From an optimization exercise on the open Yosys and OpenROAD flow, aimed at small area, a short achievable clock period and few clock cycles; shortcuts taken in it are not production practice.
Function was checked by simulation only, so behaviour that the tests miss may differ from the original.
Power figures rest on the tool's default switching activity, not on a simulated workload.

v23:
// vec_accel
module vec_accel (
        input  logic       clk,
        input  logic       rst_l,
        input  logic [7:0] in_data,
        input  logic       in_valid,
        output logic       in_ready,
        output logic [7:0] out_data,
        output logic       out_valid
    );
For scale: about 7300 cells after synthesis, ~21 I/O pins, about 97000 um^2 of cells after synthesis.
==> flow/config.mk <==
export PLATFORM = sky130hd
export DESIGN_NAME = vec_accel
export DESIGN_NICKNAME = vec_accel
export VERILOG_FILES = /design/flow/design.v
export SDC_FILE = /design/flow/constraint.sdc
export NUM_CORES = 4
export LEC_CHECK = 0
export ABC_CLOCK_PERIOD_IN_PS = 3500
export CAP_MARGIN = 20
export CORE_MARGIN = 2
export CORE_UTILIZATION = 40
export CTS_CLUSTER_DIAMETER = 106
export CTS_CLUSTER_SIZE = 22
export PLACE_DENSITY = 0.6
export SLEW_MARGIN = 20
==> flow/constraint.sdc <==
create_clock -name core_clock -period 10.0 [get_ports {clk}]
set_input_delay 2.0000 -clock core_clock [delete_from_list [all_inputs] [get_ports {clk}]]
set_output_delay 2.0000 -clock core_clock [all_outputs]
set_load 0.01 [all_outputs]
standard.sh (not shown) runs the stock make flow with config.mk's settings and CLKGATE_MAP_FILE= SYNTH_SCRIPT=/design/flow/synth_recipe.tcl, a recipe that flattens the netlist after the stock synthesis.
==> flow/flow/run.sh <==
#!/bin/bash
set -euo pipefail
MARGIN=6.7
sed "s/CLKGATE_MAP_FILE= /CLKGATE_MAP_FILE= SETUP_SLACK_MARGIN=${MARGIN} /" standard.sh > standard_margin.sh
bash standard_margin.sh > flow.log 2>&1
Testbench counts of v23, summed over its fixed seeds: cycles 24,302.
Here is what was changed in the inputs of v5 compared with v23.
- a change of CTS_CLUSTER_SIZE from 22 to 25
Notes after the runs:
- Re pin count of the biggest net entering global routing: no difference whatsoever between v23 and v5.
- Comparing v23 against v5, there is no change at all in count of input and output buffers.
- The worst hold slack reported for v5 is greater than that of v23 by 0.020 ns.
- Looking at v23 and v5, the post-detailed-route via-to-cell ratio is a wash.
- v5 ends up with a switching part of the total power that is 0.20 points higher than in v23.
- Comparing v23 and v5, power is lower on v5.
- v23 → v5: layout buffer count excluding clock buffers picked up an extra about 5%, number of fill cells level.

---

vec_accel, a different RTL version from the one above (not shown whole).
For scale: ~7600 cells after synthesis, about 2800 flip-flops.
==> flow/design.v (excerpt) <==
module vec_accel (
        input  logic       clk,
        input  logic       rst_l,
        input  logic [7:0] in_data,
        input  logic       in_valid,
        output logic       in_ready,
        output logic [7:0] out_data,
        output logic       out_valid
    );
clock: 10.0 ns
lec_check: 0
cap_margin: 20
core_margin: 2
core_utilization: 40
place_density: 0.6
slew_margin: 20
run.sh (not shown) runs the stock make flow with config.mk's settings and CLKGATE_MAP_FILE= SYNTH_SCRIPT=/design/flow/synth_recipe.tcl, a recipe that flattens the netlist after the stock synthesis.
Stock flow here: none of the scripts above is used.
The baseline finished with timing, DRC and antenna clean.
Testbench counts at the start, summed over its fixed seeds: cycles 25,990.
Then changed:
ABC_CLOCK_PERIOD_IN_PS = 4000   (was unset)
SETUP_SLACK_MARGIN = 5   (was unset)
After rerunning:
- The new run went through all stages and came out clean
- power came out higher by 3.6%
- via count came out higher by 0.76%
- utilization came out higher by 0.58 points
- worst hold slack is worse by 0.0081 ns
- die area is unchanged
- non-clock buffer count came out higher by 59
- synthesized area does not change
- cell count came out higher by 0.71%

---

## PW
Another version of the RTL of vec_accel (not shown whole).
Size: roughly 2900 flip-flops, about 99000 um^2 of cells after synthesis.
Settings: LEC_CHECK=0, ABC_CLOCK_PERIOD_IN_PS=3500, CAP_MARGIN=20, CORE_MARGIN=2, CORE_UTILIZATION=40, CTS_CLUSTER_DIAMETER=106, CTS_CLUSTER_SIZE=25, PLACE_DENSITY=0.6, SLEW_MARGIN=20; clock period 10.0 ns.
standard.sh (not shown) runs the stock make flow with config.mk's settings and CLKGATE_MAP_FILE= SYNTH_SCRIPT=/design/flow/synth_recipe.tcl, a recipe that flattens the netlist after the stock synthesis.
==> flow/flow/run.sh <==
#!/bin/bash
set -euo pipefail
MARGIN=6.5
sed "s/CLKGATE_MAP_FILE= /CLKGATE_MAP_FILE= SETUP_SLACK_MARGIN=${MARGIN} /" standard.sh > standard_margin.sh
bash standard_margin.sh > flow.log 2>&1
Testbench counts of PW, summed over its fixed seeds: cycles 23,948.
What TR does differently from PW at the input level:
==> flow/flow/run.sh <==
#!/bin/bash
set -euo pipefail
MARGIN=6.7
sed "s/CLKGATE_MAP_FILE= /CLKGATE_MAP_FILE= SETUP_SLACK_MARGIN=${MARGIN} /" standard.sh > standard_margin.sh
bash standard_margin.sh > flow.log 2>&1
[summary]
PW -> TR: leakage dissipation increased slightly
When TR is set beside PW, its achievable clock frequency turns out to be 1.7 MHz larger.
From TR to PW, synthesized cell count did not move at all.
Comparing the two runs side by side, TR comes out ahead of PW on worst path setup slack after routing.
Compared with PW, in TR number of buffer and inverter instances along the worst setup path closely matched the old numbers; via total after detailed routing closely matched the old numbers; buffering overhead increased by 0.31 points relative to the old numbers.

---

## before
vec_accel, a different RTL version from the one above (not shown whole).
Size: roughly 7300 cells after synthesis, about 2900 flip-flops, about 21 I/O pins.
==> flow/config.mk <==
export PLATFORM = sky130hd
export DESIGN_NAME = vec_accel
export DESIGN_NICKNAME = vec_accel
export VERILOG_FILES = /design/flow/design.v
export SDC_FILE = /design/flow/constraint.sdc
export NUM_CORES = 4
export LEC_CHECK = 0
export ABC_CLOCK_PERIOD_IN_PS = 3500
export CAP_MARGIN = 20
export CORE_MARGIN = 2
export CORE_UTILIZATION = 40
export CTS_CLUSTER_DIAMETER = 150
export CTS_CLUSTER_SIZE = 25
export PLACE_DENSITY = 0.6
export SLEW_MARGIN = 20
==> flow/constraint.sdc <==
create_clock -name core_clock -period 10.0 [get_ports {clk}]
set_input_delay 2.0000 -clock core_clock [delete_from_list [all_inputs] [get_ports {clk}]]
set_output_delay 2.0000 -clock core_clock [all_outputs]
set_load 0.01 [all_outputs]
==> flow/flow/run.sh <==
#!/bin/bash
set -euo pipefail
MARGIN=6.7
sed "s/CLKGATE_MAP_FILE= /CLKGATE_MAP_FILE= SETUP_SLACK_MARGIN=${MARGIN} /" standard.sh > standard_margin.sh
bash standard_margin.sh > flow.log 2>&1
The flow did not stop early for before: all stages ran, and the layout cleared the timing, DRC and antenna checks.
Testbench counts of before, summed over its fixed seeds: cycles 24,302.
What after does differently from before at the input level:
Settings: changing CTS_CLUSTER_DIAMETER from 150 to 106.
--- outcome ---
after against before: post-layout instance area now sits at about the same level; overall via count from detail_route shows no meaningful change; number of buffers added by the clock tree synthesis step increased by 2.3% relative to the old numbers; global-route usage about even; part of the power in the clock network went up.
Total wire length across after and before: no real change.

## what the ideal ports hide
No port has a modelled driver above. Below, the same layouts with a new extraction and two added sets of constraints.
Step 1 sets driving cells, clkbuf_16 on the clock port and buf_2 on the other inputs (assumed; they add their load-dependent delay and slew).
Step 2, shift: input delay + t, output delay - t, t = (earliest + latest rising clock arrival at the registers) / 2. This alone moves slack from input paths to output paths.
Three values: no drivers, after step 1, after step 2; two values: the first two.
run | shift t [ns] | setup WS [ns] | hold WS [ns] | worst setup path at the end | slew at the worst register clock pin (ns)
v23 | 0.923 | 6.509 / 6.421 / 5.868 | 0.282 / 0.282 / 0.282 | input to register | 0.10 / 0.10
v5 | 0.922 | 6.509 / 6.420 / 5.844 | 0.302 / 0.302 / 0.302 | input to register | 0.11 / 0.11
the first run of note 2 | 1.001 | 2.945 / 2.945 / 2.945 | 0.242 / 0.242 / 0.242 | register to register | 0.07 / 0.07
the second run of note 2 | 0.997 | 5.126 / 5.126 / 4.372 | 0.234 / 0.234 / 0.234 | input to register | 0.08 / 0.08
PW | 0.903 | 6.488 / 6.402 / 5.667 | 0.299 / 0.299 / 0.299 | input to register | 0.11 / 0.11
TR | 0.912 | 6.509 / 6.419 / 5.819 | 0.302 / 0.302 / 0.302 | input to register | 0.12 / 0.12
before | 0.905 | 6.611 / 6.524 / 5.832 | 0.301 / 0.301 / 0.301 | input to register | 0.12 / 0.12
after | 0.919 | 6.592 / 6.507 / 5.859 | 0.287 / 0.287 / 0.287 | input to register | 0.11 / 0.11
After both steps every run listed still meets setup and hold. For PW, which loses most, drivers alone change the setup slack by -0.086 ns; drivers and shift together by -0.821 ns.
